Source: an optimization exercise on an open RTL-to-GDS flow (aim: small area). Production flows keep margins and buffers that such runs may drop. In this exercise RTL edits were held to simulation tests only and were not proved equivalent to the original. No driver is modelled on the clock port, so clocking that relies on it looks cheaper here than on a real chip. No activity file was given, so power comes from the tool's default toggle rates.

Design mimaqi_hxh, start of the top module:
module mimaqi_hxh (
        input         clk,
        input         rst,
        input  [3:0]  inrow,
        output [3:0]  outcol,
        output [7:0]  segData,
        output [3:0]  segCtl,
        output        led_1,
        output        led_2,
        output        led_3,
        output        led_22,
        output        led_33,
        output        led_333,
        output        led_0,
        output        led_00,
        output        led_000,
        output        led_0000,
        output        led_00000,
        output        led_000000,
        output        led_0000000,
        output        change_lemp,
        output        change_lemp1,
        output        flag_b,
        output        bee
    );
For scale: ~170 flip-flops, roughly 39 I/O pins, about 0.0075 mm2 of cells after synthesis.
clock: 10.0 ns
lec_check: 0
cap_margin: 20
core_margin: 2
core_utilization: 50
cts_buf_list: sky130_fd_sc_hd__clkbuf_8 sky130_fd_sc_hd__clkbuf_16
cts_cluster_diameter: 300
cts_cluster_size: 60
slew_margin: 20
run.sh (not shown) runs the stock make flow with config.mk's settings and CLKGATE_MAP_FILE= SYNTH_SCRIPT=/design/flow/synth_recipe.tcl, a recipe that flattens the netlist after the stock synthesis.
The first run finished clean.
Change:
==> flow/flow/run.sh (new file) <==
#!/bin/bash
# Own layout flow: the standard synthesis, then an area-oriented re-mapping
# of the combinational logic only (every flip-flop instance, its name and its
# cell type stay as the standard synthesis made them), then the standard
# layout steps with a leaner clock tree (no dummy loads, larger sink clusters).
# Each tool's full output goes to a log file of its own in the work folder.
set -euo pipefail
W=$PWD
R=$W/orfs/results/$FLOW_PLATFORM/mimaqi_hxh/base

bash standard.sh synth > "$W/log_1_standard_synth.log" 2>&1

cp "$R/1_2_yosys.v" "$W/standard_1_2_yosys.v"
REMAP_LIB=$FLOW_HOME/platforms/$FLOW_PLATFORM/lib/sky130_fd_sc_hd__tt_025C_1v80.lib \
REMAP_IN=$W/standard_1_2_yosys.v \
REMAP_OUT=$R/1_2_yosys.v \
REMAP_STAT=$W/remap_stat.txt \
REMAP_TOP=$FLOW_TOP \
REMAP_DONT_USE="sky130_fd_sc_hd__probe_p_8 sky130_fd_sc_hd__probec_p_8 sky130_fd_sc_hd__lpflow_*" \
REMAP_SCRIPT=$W/flow/remap.abc \
  yosys -c "$W/flow/remap.tcl" > "$W/log_2_remap.log" 2>&1
touch "$R/1_2_yosys.v"

export CTS_ARGS="${OWN_CTS_ARGS:--sink_clustering_enable -repair_clock_nets -dont_use_dummy_load -sink_clustering_size 30 -sink_clustering_max_diameter 120 -buf_list sky130_fd_sc_hd__clkbuf_8}"
bash standard.sh > "$W/log_3_standard_layout.log" 2>&1
==> flow/flow/remap.abc (new file) <==
strash
dc2
dch -f
map -a
strash
dc2
dch -f
map -a
topo
==> flow/flow/remap.tcl (new file) <==
# Re-map the combinational logic of the standard synthesis for area. Flip-flops
# and tie cells are kept as they are (same instances, names and cell types).
yosys -import
set lib $::env(REMAP_LIB)
read_liberty -ignore_miss_func $lib
read_verilog $::env(REMAP_IN)
hierarchy -top $::env(REMAP_TOP)
setattr -mod -set keep_hierarchy 1 sky130_fd_sc_hd__*df* sky130_fd_sc_hd__conb_1
flatten
opt_clean -purge $::env(REMAP_TOP)
set dont {}
foreach c $::env(REMAP_DONT_USE) { lappend dont -dont_use $c }
abc -liberty $lib {*}$dont -script $::env(REMAP_SCRIPT) $::env(REMAP_TOP)
opt_clean -purge $::env(REMAP_TOP)
hilomap -singleton -hicell sky130_fd_sc_hd__conb_1 HI -locell sky130_fd_sc_hd__conb_1 LO $::env(REMAP_TOP)
insbuf -buf sky130_fd_sc_hd__buf_4 A X $::env(REMAP_TOP)
blackbox A:keep_hierarchy
tee -o $::env(REMAP_STAT) stat -liberty $lib -top $::env(REMAP_TOP)
write_verilog -noattr -nohex -nodec -selected $::env(REMAP_OUT)
==> flow/standard.sh (new file) <==
#!/bin/bash
# synth_recipe.tcl (not shown) runs the flow's synth.tcl, then flattens the netlist and writes it again
# the make line also repeats each setting of config.mk as NAME=value (left out here)
make -C /OpenROAD-flow-scripts/flow DESIGN_CONFIG=/design/flow/config.mk WORK_HOME=/design/flow/orfs CLKGATE_MAP_FILE= SYNTH_SCRIPT=/design/flow/synth_recipe.tcl "${@:-finish}"
--- a/flow/config.mk
+++ b/flow/config.mk
@@ -9,6 +9,3 @@
 export CORE_MARGIN = 2
-export CORE_UTILIZATION = 50
-export CTS_BUF_LIST = sky130_fd_sc_hd__clkbuf_8 sky130_fd_sc_hd__clkbuf_16
-export CTS_CLUSTER_DIAMETER = 300
-export CTS_CLUSTER_SIZE = 60
+export CORE_UTILIZATION = 40
 export SLEW_MARGIN = 20
removed: flow/run.sh
After rerunning: Via count drops by 0.69%. Sequential power stays flat. Wire length went down by 6.2%. Utilization went down by 13 points.
Change:
==> flow/run.sh (new file) <==
#!/bin/bash
# synth_recipe.tcl (not shown) runs the flow's synth.tcl, then flattens the netlist and writes it again
# the make line also repeats each setting of config.mk as NAME=value (left out here)
make -C /OpenROAD-flow-scripts/flow DESIGN_CONFIG=/design/flow/config.mk WORK_HOME=/design/flow/orfs CLKGATE_MAP_FILE= SYNTH_SCRIPT=/design/flow/synth_recipe.tcl finish
--- a/flow/config.mk
+++ b/flow/config.mk
@@ -9,3 +9,6 @@
 export CORE_MARGIN = 2
-export CORE_UTILIZATION = 40
+export CORE_UTILIZATION = 50
+export CTS_BUF_LIST = sky130_fd_sc_hd__clkbuf_8
+export CTS_CLUSTER_DIAMETER = 200
+export CTS_CLUSTER_SIZE = 40
 export SLEW_MARGIN = 20
removed: flow/flow/run.sh
removed: flow/flow/remap.abc
removed: flow/flow/remap.tcl
removed: flow/standard.sh
Maximum frequency rose by a few percent.
Design area rose by a little under a tenth.
Via count rose slightly.
Die area fell by roughly a tenth.
Power rose by roughly a tenth.
Clock skew fell by 6.7 ps.
Non-clock buffer count fell by 3.
Flip-flop and latch count does not change.
Setup slack gets better by 84 ps.

* * *

## raven
Another version of the RTL of mimaqi_hxh (not shown whole).
Size in the first run: roughly 680 cells after synthesis, ~39 I/O pins, roughly 0.0064 sq mm of cells after synthesis.
Settings: LEC_CHECK=0, CAP_MARGIN=20, CORE_MARGIN=2, CORE_UTILIZATION=40, GPL_TIMING_DRIVEN=0, SLEW_MARGIN=20; clock period 10.0 ns.
standard.sh (not shown) runs the stock make flow with config.mk's settings and CLKGATE_MAP_FILE= SYNTH_SCRIPT=/design/flow/synth_recipe.tcl, a recipe that flattens the netlist after the stock synthesis.
==> flow/flow/run.sh <==
#!/bin/bash
# Own layout flow: the standard synthesis, then an area-oriented re-mapping
# of the combinational logic only (every flip-flop instance, its name and its
# cell type stay as the standard synthesis made them), then the standard
# layout steps, except that the clock tree is a small manual one (my_cts.tcl).
# Each tool's full output goes to a log file of its own in the work folder.
set -euo pipefail
W=$PWD
R=$W/orfs/results/$FLOW_PLATFORM/mimaqi_hxh/base

bash standard.sh synth > "$W/log_1_standard_synth.log" 2>&1

cp "$R/1_2_yosys.v" "$W/standard_1_2_yosys.v"
REMAP_LIB=$FLOW_HOME/platforms/$FLOW_PLATFORM/lib/sky130_fd_sc_hd__tt_025C_1v80.lib \
REMAP_IN=$W/standard_1_2_yosys.v \
REMAP_OUT=$R/1_2_yosys.v \
REMAP_STAT=$W/remap_stat.txt \
REMAP_TOP=$FLOW_TOP \
REMAP_DONT_USE="sky130_fd_sc_hd__probe_p_8 sky130_fd_sc_hd__probec_p_8 sky130_fd_sc_hd__lpflow_*" \
REMAP_SCRIPT=$W/flow/remap.abc \
  yosys -c "$W/flow/remap.tcl" > "$W/log_2_remap.log" 2>&1
touch "$R/1_2_yosys.v"

export REMOVE_ABC_BUFFERS=1
bash standard.sh place > "$W/log_3_standard_place.log" 2>&1
bash standard.sh run RUN_SCRIPT="$W/flow/my_cts.tcl" RUN_LOG_NAME_STEM=4_1_cts_manual > "$W/log_4_manual_cts.log" 2>&1
bash standard.sh > "$W/log_5_standard_finish.log" 2>&1
Other scripts of this flow, unchanged in this note and not shown: flow/flow/manual_tree.tcl, flow/flow/my_cts.tcl, flow/flow/remap.abc, flow/flow/remap.tcl
### raven -> harbor
- a change of CAP_MARGIN from 20 to 5
- a change of SLEW_MARGIN from 20 to 5
==> flow/flow/run.sh <==
#!/bin/bash
set -euo pipefail
W=$PWD
R=$W/orfs/results/$FLOW_PLATFORM/mimaqi_hxh/base

bash standard.sh synth > "$W/log_1_standard_synth.log" 2>&1

cp "$R/1_2_yosys.v" "$W/standard_1_2_yosys.v"
REMAP_LIB=$FLOW_HOME/platforms/$FLOW_PLATFORM/lib/sky130_fd_sc_hd__tt_025C_1v80.lib \
REMAP_IN=$W/standard_1_2_yosys.v \
REMAP_OUT=$R/1_2_yosys.v \
REMAP_STAT=$W/remap_stat.txt \
REMAP_TOP=$FLOW_TOP \
REMAP_DONT_USE="sky130_fd_sc_hd__probe_p_8 sky130_fd_sc_hd__probec_p_8 sky130_fd_sc_hd__lpflow_*" \
REMAP_SCRIPT=$W/flow/remap.abc \
  yosys -c "$W/flow/remap.tcl" > "$W/log_2_remap.log" 2>&1
touch "$R/1_2_yosys.v"

export REMOVE_ABC_BUFFERS=1
export SKIP_REPAIR_TIE_FANOUT=1
bash standard.sh place > "$W/log_3_standard_place.log" 2>&1
bash standard.sh run RUN_SCRIPT="$W/flow/my_cts.tcl" RUN_LOG_NAME_STEM=4_1_cts_manual > "$W/log_4_manual_cts.log" 2>&1
bash standard.sh > "$W/log_5_standard_finish.log" 2>&1
[summary]
- Having completed the whole flow, harbor delivered a layout that passed the timing, design-rule and antenna checks.
- Area of the core region came out exactly the same in raven and harbor.
- Final cell count shrinks slightly when moving from raven to harbor.
- Final-layout fill cell count: raven vs harbor, no meaningful difference
- Met3 usage (lower): raven
- Share of total power in combinational logic: harbor vs raven, no meaningful difference
- There was hardly any difference in post-layout total power between harbor and raven.
- [diff] peak clock frequency supported by timing, harbor relative to raven: regression
- On total wirelength of the detailed-routed design, raven and harbor are neck and neck.
- harbor has share of the clock period used by the worst path after layout above what raven had.
- Final area: higher on raven
Setup changes, harbor to sierra
- CAP_MARGIN changed from 5 to 20
- SLEW_MARGIN changed from 5 to 20
[summary]
Diff harbor..sierra | global-route usage | negligible. Looking at sierra and harbor, the footprint of the multi-input gates is a wash. Re number of flip-flops and latches: no difference whatsoever between harbor and sierra. Going from harbor to sierra, the number of global-route vias before repair was found to have gone up by about 1.7%. sierra vs. harbor: sequential share of layout area stayed essentially flat; wire length fell by 0.95%; clock input transition at the sequential cells of the worst setup and hold paths stayed essentially flat; combined buffer and inverter count along the critical path stayed essentially flat. Summary of sierra over harbor: setup slack of the critical path after layout dropped 0.0061 ns, cell area now sits at about the same level.
Here is what was changed in the inputs of garnet compared with sierra.
- GPL_TIMING_DRIVEN removed (was 0)
-- flow/flow/run.sh --
<<< sierra, line 1
#!/bin/bash
set -euo pipefail
W=$PWD
>>> garnet, line 1
#!/bin/bash
# Own layout flow: the standard synthesis, then an area-oriented re-mapping
# of the combinational logic only (every flip-flop instance, its name and its
# cell type stay as the standard synthesis made them), then the standard
# layout steps, except that the clock tree is a small manual one (my_cts.tcl).
# Each tool's full output goes to a log file of its own in the work folder.
set -euo pipefail
W=$PWD
<<< sierra, line 17
touch "$R/1_2_yosys.v"

export REMOVE_ABC_BUFFERS=1
export SKIP_REPAIR_TIE_FANOUT=1
bash standard.sh place > "$W/log_3_standard_place.log" 2>&1
bash standard.sh run RUN_SCRIPT="$W/flow/my_cts.tcl" RUN_LOG_NAME_STEM=4_1_cts_manual > "$W/log_4_manual_cts.log" 2>&1
>>> garnet, line 22
touch "$R/1_2_yosys.v"

bash standard.sh place > "$W/log_3_standard_place.log" 2>&1
bash standard.sh run RUN_SCRIPT="$W/flow/my_cts.tcl" RUN_LOG_NAME_STEM=4_1_cts_manual > "$W/log_4_manual_cts.log" 2>&1
Findings:
- garnet completed every stage of the flow, and the final layout passed the timing, design-rule and antenna checks.
- Changes observed in garnet relative to sierra: worst setup slack grew by 0.19 ns; area taken by multi-input logic gates grew by about 0.56%.
- Measured against each other, sierra and garnet differ in ratio of final minimum period to clock period, the lower figure coming from garnet.
- The layout cell share with drive strength beyond 1 on garnet is in line with that on sierra.
- The post-place instance area number comes out lower for sierra vs garnet.
- The core of garnet is more densely filled than that of sierra.
- The multi-input combinational area share on sierra is in line with that on garnet.
- [garnet] final critical delay including setup and external delays fell 0.19 ns relative to sierra
Changes in amber relative to garnet:
- GPL_TIMING_DRIVEN newly set to 0
==> flow/flow/run.sh <==
#!/bin/bash
set -euo pipefail
W=$PWD
R=$W/orfs/results/$FLOW_PLATFORM/mimaqi_hxh/base

bash standard.sh synth > "$W/log_1_standard_synth.log" 2>&1

cp "$R/1_2_yosys.v" "$W/standard_1_2_yosys.v"
REMAP_LIB=$FLOW_HOME/platforms/$FLOW_PLATFORM/lib/sky130_fd_sc_hd__tt_025C_1v80.lib \
REMAP_IN=$W/standard_1_2_yosys.v \
REMAP_OUT=$R/1_2_yosys.v \
REMAP_STAT=$W/remap_stat.txt \
REMAP_TOP=$FLOW_TOP \
REMAP_DONT_USE="sky130_fd_sc_hd__probe_p_8 sky130_fd_sc_hd__probec_p_8 sky130_fd_sc_hd__lpflow_*" \
REMAP_SCRIPT=$W/flow/remap.abc \
  yosys -c "$W/flow/remap.tcl" > "$W/log_2_remap.log" 2>&1
touch "$R/1_2_yosys.v"

export REMOVE_ABC_BUFFERS=1
bash standard.sh place > "$W/log_3_standard_place.log" 2>&1
bash standard.sh run RUN_SCRIPT="$W/flow/my_cts.tcl" RUN_LOG_NAME_STEM=4_1_cts_manual > "$W/log_4_manual_cts.log" 2>&1
bash standard.sh > "$W/log_5_standard_finish.log" 2>&1
==> run summary <==
amber against garnet: routed length per placed instance rose by 2.1%; sum of routed wire length over all layers rose by 200 um; final standard cell count with taps included and fillers excluded fell by 0.63%.

static timing again, ports no longer ideal:
No port has a modelled driver above. Below, the same layouts with a new extraction and two added sets of constraints.
Step 1 (the two cells are an assumption about what drives the block):
set clk [get_ports {clk}]
set_driving_cell -lib_cell sky130_fd_sc_hd__clkbuf_16 $clk
set_driving_cell -lib_cell sky130_fd_sc_hd__buf_2 [delete_from_list [all_inputs] $clk]
Step 2, shift: input delay + t, output delay - t, t = (earliest + latest rising clock arrival at the registers) / 2. This alone moves slack from input paths to output paths.
Slacks: ideal / step 1 / step 2; pairs: ideal / step 1.
run	shift t [ns]	setup WS [ns]	worst setup path after step 2	latest minus earliest clock arrival (ns)	cell pins on the clock port's net
the first run of note 1	0.467	6.006 / 5.964 / 5.913	input to register	0.011 / 0.011	1
the second run of note 1	0.488	5.898 / 5.859 / 5.587	input to register	0.023 / 0.023	1
the third run of note 1	0.479	5.981 / 5.943 / 5.912	input to register	0.019 / 0.019	1
raven	0.498	4.744 / 4.711 / 5.209	register to output	0.020 / 0.020	1
harbor	0.501	4.702 / 4.667 / 5.168	register to output	0.024 / 0.024	1
sierra	0.494	4.696 / 4.663 / 5.157	register to output	0.022 / 0.022	1
garnet	0.502	4.890 / 4.851 / 5.353	register to output	0.022 / 0.022	1
amber	0.498	4.744 / 4.711 / 5.209	register to output	0.020 / 0.020	1
After both steps setup and hold are still met in every run listed. For the second run of note 1, which loses most, drivers alone change the setup slack by -0.039 ns; drivers and shift together by -0.311 ns.
